What follows belongs to an exercise in optimizing a design on an open flow for small area and a short achievable clock period; a production flow would make more cautious choices.
RTL that was checked went through simulation tests only; none was proved equivalent to the original.

==> flow/design.v <==
module packet_identifier #(
    parameter GEN1_PIPEWIDTH = 8,
    parameter GEN2_PIPEWIDTH = 16,
    parameter GEN3_PIPEWIDTH = 32,
    parameter GEN4_PIPEWIDTH = 8,
    parameter GEN5_PIPEWIDTH = 8
)(
    input  [511:0] data_in,
    input  [63:0]  DK,
    input          valid_pd,
    input  [2:0]   gen,
    input          linkup,
    input          clk,
    input          rst,
    input  [4:0]   numberOfDetectedLanes,
    input  [127:0] syncHeader,
    output [511:0] data_out,
    output [63:0]  pl_valid,
    output [63:0]  pl_dlpstart,
    output [63:0]  pl_dlpend,
    output [63:0]  pl_tlpstart,
    output [63:0]  pl_tlpedb,
    output [63:0]  pl_tlpend,
    output         w
);
assign data_out = data_in;
assign w = valid_pd & linkup;
wire m12 = (gen == 3'd1) | (gen == 3'd2);
reg [2:0] lb;    
reg       bnz;   
reg [2:0] ln;    
always @* begin
    bnz = 1'b1;
    case (gen)
        3'd1: lb = 3'd0;
        3'd2: lb = 3'd1;
        3'd3: lb = 3'd2;
        3'd4: lb = 3'd0;
        3'd5: lb = 3'd0;
        default: begin lb = 3'd0; bnz = 1'b0; end
    endcase
    case (numberOfDetectedLanes)
        5'b00001: ln = 3'd0;
        5'b00010: ln = 3'd1;
        5'b00100: ln = 3'd2;
        5'b01000: ln = 3'd3;
        default:  ln = 3'd4;
    endcase
end
wire [2:0] lv = lb + ln;   
wire [6:0] vseg;
assign vseg[0] = bnz;
assign vseg[1] = bnz & (lv >= 3'd1);
assign vseg[2] = bnz & (lv >= 3'd2);
assign vseg[3] = bnz & (lv >= 3'd3);
assign vseg[4] = bnz & (lv >= 3'd4);
assign vseg[5] = bnz & (lv >= 3'd5);
assign vseg[6] = bnz & (lv >= 3'd6);
reg       act_q, ty_q, hd_q, s1_q;
reg [1:0] lo_q;
reg [4:0] h_q;
reg [5:0] hx_q;
wire [64:0] act, ty, hd, s1, pend, z;           
wire [1:0]  lo [0:64];
wire [4:0]  h  [0:64];
wire [63:0] act_n, ty_n, hd_n, s1_n, pend_n, z_n;   
wire [1:0]  lo_n [0:63];
wire [4:0]  h_n  [0:63];
wire [4:0]  h_a  [0:63];
wire [63:0] b1ev;
assign act[0]  = act_q;
assign ty[0]   = ty_q;
assign hd[0]   = hd_q;
assign s1[0]   = s1_q;
assign lo[0]   = lo_q;
assign h[0]    = h_q;
assign pend[0] = 1'b0;
assign z[0]    = (h_q == 5'd0);
genvar i;
generate
    for (i = 0; i < 64; i = i + 1) begin : g_byte
        localparam integer SEG = (i == 0) ? 0 : (i < 2) ? 1 : (i < 4) ? 2 : (i < 8) ? 3 :
                                 (i < 16) ? 4 : (i < 32) ? 5 : 6;
        check_byte cb (
            .d(data_in[8*i +: 8]),
            .q(vseg[SEG] & m12),
            .p(vseg[SEG] & ~m12 & syncHeader[2*i+1] & ~syncHeader[2*i]),
            .dk(DK[i]),
            .act(act[i]), .ty(ty[i]), .hd(hd[i]), .s1(s1[i]),
            .lo(lo[i]), .h(h[i]), .pend(pend[i]), .z(z[i]),
            .act_o(act_n[i]), .ty_o(ty_n[i]), .hd_o(hd_n[i]), .s1_o(s1_n[i]),
            .lo_o(lo_n[i]), .h_o(h_n[i]), .h_a(h_a[i]), .pend_o(pend_n[i]), .z_o(z_n[i]),
            .tlpstart(pl_tlpstart[i]), .dlpstart(pl_dlpstart[i]), .tlpend(pl_tlpend[i]),
            .tlpedb(pl_tlpedb[i]), .dlpend(pl_dlpend[i]), .valid(pl_valid[i]),
            .b1(b1ev[i])
        );
        assign act[i+1] = act_n[i];
        assign ty[i+1]  = ty_n[i];
        assign hd[i+1]  = hd_n[i];
        assign s1[i+1]  = s1_n[i];
        assign lo[i+1]  = lo_n[i];
        if (i % 4 == 3) begin : g_sync
            wire [4:0] hm = h_n[i] - 5'd1;
            assign h[i+1]    = pend_n[i] ? hm : h_n[i];
            assign pend[i+1] = 1'b0;
            assign z[i+1]    = act[i] & (pend_n[i] ? (h_a[i] == 5'd1) : (h_a[i] == 5'd0));
        end else begin : g_pass
            assign h[i+1]    = h_n[i];
            assign pend[i+1] = pend_n[i];
            assign z[i+1]    = z_n[i];
        end
    end
endgenerate
reg [5:0] hsel;
integer kk;
always @* begin
    hsel = 6'd0;
    for (kk = 0; kk < 64; kk = kk + 1)
        hsel = hsel | ({6{b1ev[kk]}} & data_in[8*kk +: 6]);
end
wire anyb1 = |b1ev;
wire [5:0] hx_pre = anyb1 ? ((hsel == 6'd0) ? 6'd0 : hsel - 6'd1) : hx_q;
wire       norm = act[64] & ~hd[64] & ty[64] & ~h[64][4] & (hx_pre != 6'd0);
always @(posedge clk) begin
    if (!rst) begin
        act_q <= 1'b0;
        ty_q  <= 1'b0;
        hd_q  <= 1'b0;
        s1_q  <= 1'b0;
        lo_q  <= 2'd0;
        h_q   <= 5'd0;
        hx_q  <= 6'd0;
    end else begin
        act_q <= act[64];
        ty_q  <= ty[64];
        hd_q  <= hd[64];
        s1_q  <= s1[64];
        lo_q  <= lo[64];
        h_q   <= {h[64][4] | norm, h[64][3:0]};
        hx_q  <= norm ? hx_pre - 6'd1 : hx_pre;
    end
end
endmodule
module check_byte(
    input  [7:0] d,
    input        q,         
    input        p,         
    input        dk,        
    input        act, ty, hd, s1,
    input  [1:0] lo,
    input  [4:0] h,
    input        pend, z,
    output       act_o, ty_o, hd_o, s1_o,
    output [1:0] lo_o,
    output [4:0] h_o,
    output [4:0] h_a,       
    output       pend_o, z_o,
    output       tlpstart, dlpstart, tlpend, tlpedb, dlpend, valid,
    output       b1
);
    wire k  = q & dk;
    wire dt = q & ~dk;
    wire [3:0] hn = d[7:4], ln = d[3:0];
    wire hiF = (hn == 4'hF), hi5 = (hn == 4'h5), hiC = (hn == 4'hC);
    wire isFB = hiF & (ln == 4'hB);
    wire isFD = hiF & (ln == 4'hD);
    wire isFE = hiF & (ln == 4'hE);
    wire isF0 = hiF & (ln == 4'h0);
    wire is5C = hi5 & (ln == 4'hC);
    wire is53 = hi5 & (ln == 4'h3);
    wire isxF = (ln == 4'hF);
    wire isC0 = hiC & (ln == 4'h0);
    wire kFB = k & isFB;
    wire k5C = k & is5C;
    wire kFD = k & isFD;
    wire kFE = k & isFE;
    wire l0   = (lo == 2'd0);
    wire zb   = p & l0 & z;                
    wire bor  = p & l0 & ~z;               
    assign b1 = p & hd & (lo == 2'd3);     
    wire tst  = p & hd & (lo == 2'd1);     
    wire hlz  = ~(|d[5:0]);                
    wire sdp2 = p & s1 & is53;             
    wire fin  = act & zb;
    assign act_o  = act ? ~(kFD | kFE | zb) : (kFB | k5C | (p & (s1 ? is53 : isxF)));
    assign lo_o   = act ? lo - {1'b0, p} : {~s1, ~s1};
    assign h_a    = b1 ? {~hlz, h[3:0]} : h;
    assign h_o    = act ? h_a : (s1 ? 5'd2 : {1'b1, d[7:4]});
    assign pend_o = act & (pend | bor);
    assign z_o    = act & (b1 ? (hlz & (h[3:0] == 4'd0)) : z);
    assign hd_o   = act ? (hd & ~tst) : (p & ~s1 & isxF);
    assign ty_o   = act ? (kFB | (ty & ~k5C)) : (kFB | (p & ~s1));
    assign s1_o   = ~act & (s1 ? ~(p & is53) : (p & isF0));
    assign tlpstart = kFB | tst;
    assign dlpstart = k5C | sdp2;
    wire endb = act & (kFD | zb);
    assign tlpend   = endb & ty & ~(zb & isC0);
    assign tlpedb   = kFE | (fin & ty & isC0);
    assign dlpend   = endb & ~ty;
    assign valid    = act & ~endb & (dt | (p & ~hd));
endmodule
==> flow/config.mk <==
export PLATFORM = sky130hd
export DESIGN_NAME = packet_identifier
export DESIGN_NICKNAME = packet_identifier
export VERILOG_FILES = /design/flow/design.v
export SDC_FILE = /design/flow/constraint.sdc
export NUM_CORES = 4
export LEC_CHECK = 0
export ABC_AREA = 1
export CAP_MARGIN = 20
export CELL_PAD_IN_SITES_DETAIL_PLACEMENT = 2
export CELL_PAD_IN_SITES_GLOBAL_PLACEMENT = 2
export CORE_AREA = 4 4 1116 116
export DIE_AREA = 0 0 1120 120
export PLACE_DENSITY = 0.4
export SLEW_MARGIN = 20
export TNS_END_PERCENT = 0
==> flow/constraint.sdc <==
create_clock -name core_clock -period 500.0 [get_ports {clk}]
set_input_delay 100.0000 -clock core_clock [delete_from_list [all_inputs] [get_ports {clk}]]
set_output_delay 100.0000 -clock core_clock [all_outputs]
set_load 0.01 [all_outputs]
standard.sh (not shown) runs the stock make flow with config.mk's settings and CLKGATE_MAP_FILE= SYNTH_SCRIPT=/design/flow/synth_recipe.tcl, a recipe that flattens the netlist after the stock synthesis.
==> flow/flow/run.sh <==
#!/bin/bash
# Own layout flow: the standard flow (standard.sh) with
#  - the standard flow's synthesis script, but an area-oriented ABC mapping script (flow/area.abc),
#    no full-adder extraction and no buffers on pass-through wires;
#  - sky130_fd_sc_hd__buf_1 as the buffer on every input and output port;
#  - timing repair aiming at 238 ns of setup slack (SETUP_SLACK_MARGIN), which
#    shortens the input-to-output paths through the byte chain.
# Each tool's output goes to the ORFS logs under orfs/logs; make's output to flow_make.log.
set -euo pipefail
W=$(pwd)
# the ORFS synthesis script, with the ABC arguments re-pointed at our script
sed -e 's|^source \$::env(SCRIPTS_DIR)/synth_preamble.tcl$|&\nset abc_args [list -script '"$W"'/flow/area.abc {*}$lib_args {*}$lib_dont_use_args]|' \
    "$FLOW_HOME/scripts/synth.tcl" > "$W/synth_own_orfs.tcl"
grep -q "flow/area.abc" "$W/synth_own_orfs.tcl"
# The standard flow's synthesis wrapper, sourcing the patched script
sed -e "s|source \$::env(SCRIPTS_DIR)/synth.tcl|source $W/synth_own_orfs.tcl|" \
    "$W/synth_recipe.tcl" > "$W/synth_own.tcl"
grep -q "synth_own_orfs.tcl" "$W/synth_own.tcl"
bash "$W/standard.sh" \
    SYNTH_SCRIPT="$W/synth_own.tcl" \
    SYNTH_INSBUF=0 \
    SETUP_SLACK_MARGIN=238 \
    ADDER_MAP_FILE= \
    "BUFFER_PORTS_ARGS=-buffer_cell sky130_fd_sc_hd__buf_1" \
    finish > "$W/flow_make.log" 2>&1
test -s "$W/out/final.def"
==> flow/flow/area.abc <==
strash
&get -n
&st
&dch -f
&nf -R 1000 -a
&put
&get -n
&st
&dch -f
&nf -R 1000 -a
&put
The baseline finished with timing, DRC and antenna clean.
Rerun with:
--- a/flow/design.v
+++ b/flow/design.v
@@ -160,16 +160,15 @@
 );
     wire k  = q & dk;
     wire dt = q & ~dk;
-    wire [3:0] hn = d[7:4], ln = d[3:0];
-    wire hiF = (hn == 4'hF), hi5 = (hn == 4'h5), hiC = (hn == 4'hC);
-    wire isFB = hiF & (ln == 4'hB);
-    wire isFD = hiF & (ln == 4'hD);
-    wire isFE = hiF & (ln == 4'hE);
-    wire isF0 = hiF & (ln == 4'h0);
-    wire is5C = hi5 & (ln == 4'hC);
-    wire is53 = hi5 & (ln == 4'h3);
-    wire isxF = (ln == 4'hF);
-    wire isC0 = hiC & (ln == 4'h0);
+    wire hiF  = &d[7:4];
+    wire isFB = hiF & (d[3:0] == 4'hB);
+    wire isFD = hiF & (d[3:0] == 4'hD);
+    wire isFE = hiF & (d[3:0] == 4'hE);
+    wire isF0 = hiF & (d[3:0] == 4'h0);
+    wire is5C = (d == 8'h5C);
+    wire is53 = (d == 8'h53);
+    wire isxF = &d[3:0];
+    wire isC0 = (d == 8'hC0);
     wire kFB = k & isFB;
     wire k5C = k & is5C;
     wire kFD = k & isFD;
@@ -193,9 +192,8 @@
     assign s1_o   = ~act & (s1 ? ~(p & is53) : (p & isF0));
     assign tlpstart = kFB | tst;
     assign dlpstart = k5C | sdp2;
-    wire endb = act & (kFD | zb);
-    assign tlpend   = endb & ty & ~(zb & isC0);
+    assign tlpend   = act & ((kFD & ty) | (zb & ty & ~isC0));
     assign tlpedb   = kFE | (fin & ty & isC0);
-    assign dlpend   = endb & ~ty;
-    assign valid    = act & ~endb & (dt | (p & ~hd));
+    assign dlpend   = act & ((kFD & ~ty) | (zb & ~ty));
+    assign valid    = act & (dt | (p & ~hd & ~zb));
 endmodule
After rerunning: Die area does not change. Clock skew is about the same. Routed wire length hardly moves. Cell count grows slightly. Global-route usage is about the same. Core utilization barely changes.
For the first run of this note, only the layout was checked, not whether the RTL still works.

[what the ideal ports hide]
How much do the figures lean on ideal ports? The routed layouts below were timed once more, with nothing changed but the port constraints.
Step 1: set_driving_cell puts a clkbuf_16 on clk and a buf_2 on each other input, an assumption about the parent block.
Step 2 adds t to the input delays and takes it off the output delays; t is the mean of the earliest and latest rising clock arrival at the registers after step 1. Input paths then give back, and output paths get back, about the clock's delay inside the block.
Three values: no drivers, after step 1, after step 2; two values: the first two.
| run | t, ns | slack for setup (ns) | latest minus earliest clock arrival (ns) | slew at the worst register clock pin (ns) | pins driven straight from the clock port |
|---|---|---|---|---|---|
| the first run | 0.283 | 243.198 / 243.148 / 243.148 | 0.002 / 0.003 | 0.06 / 0.06 | 1 |
| the second run | 0.279 | 243.431 / 243.403 / 243.403 | 0.005 / 0.005 | 0.06 / 0.06 | 1 |
After both steps setup and hold are still met in every run listed. The setup slack of the first run, which loses most, moves by -0.050 ns with the drivers and by -0.050 ns with both steps.
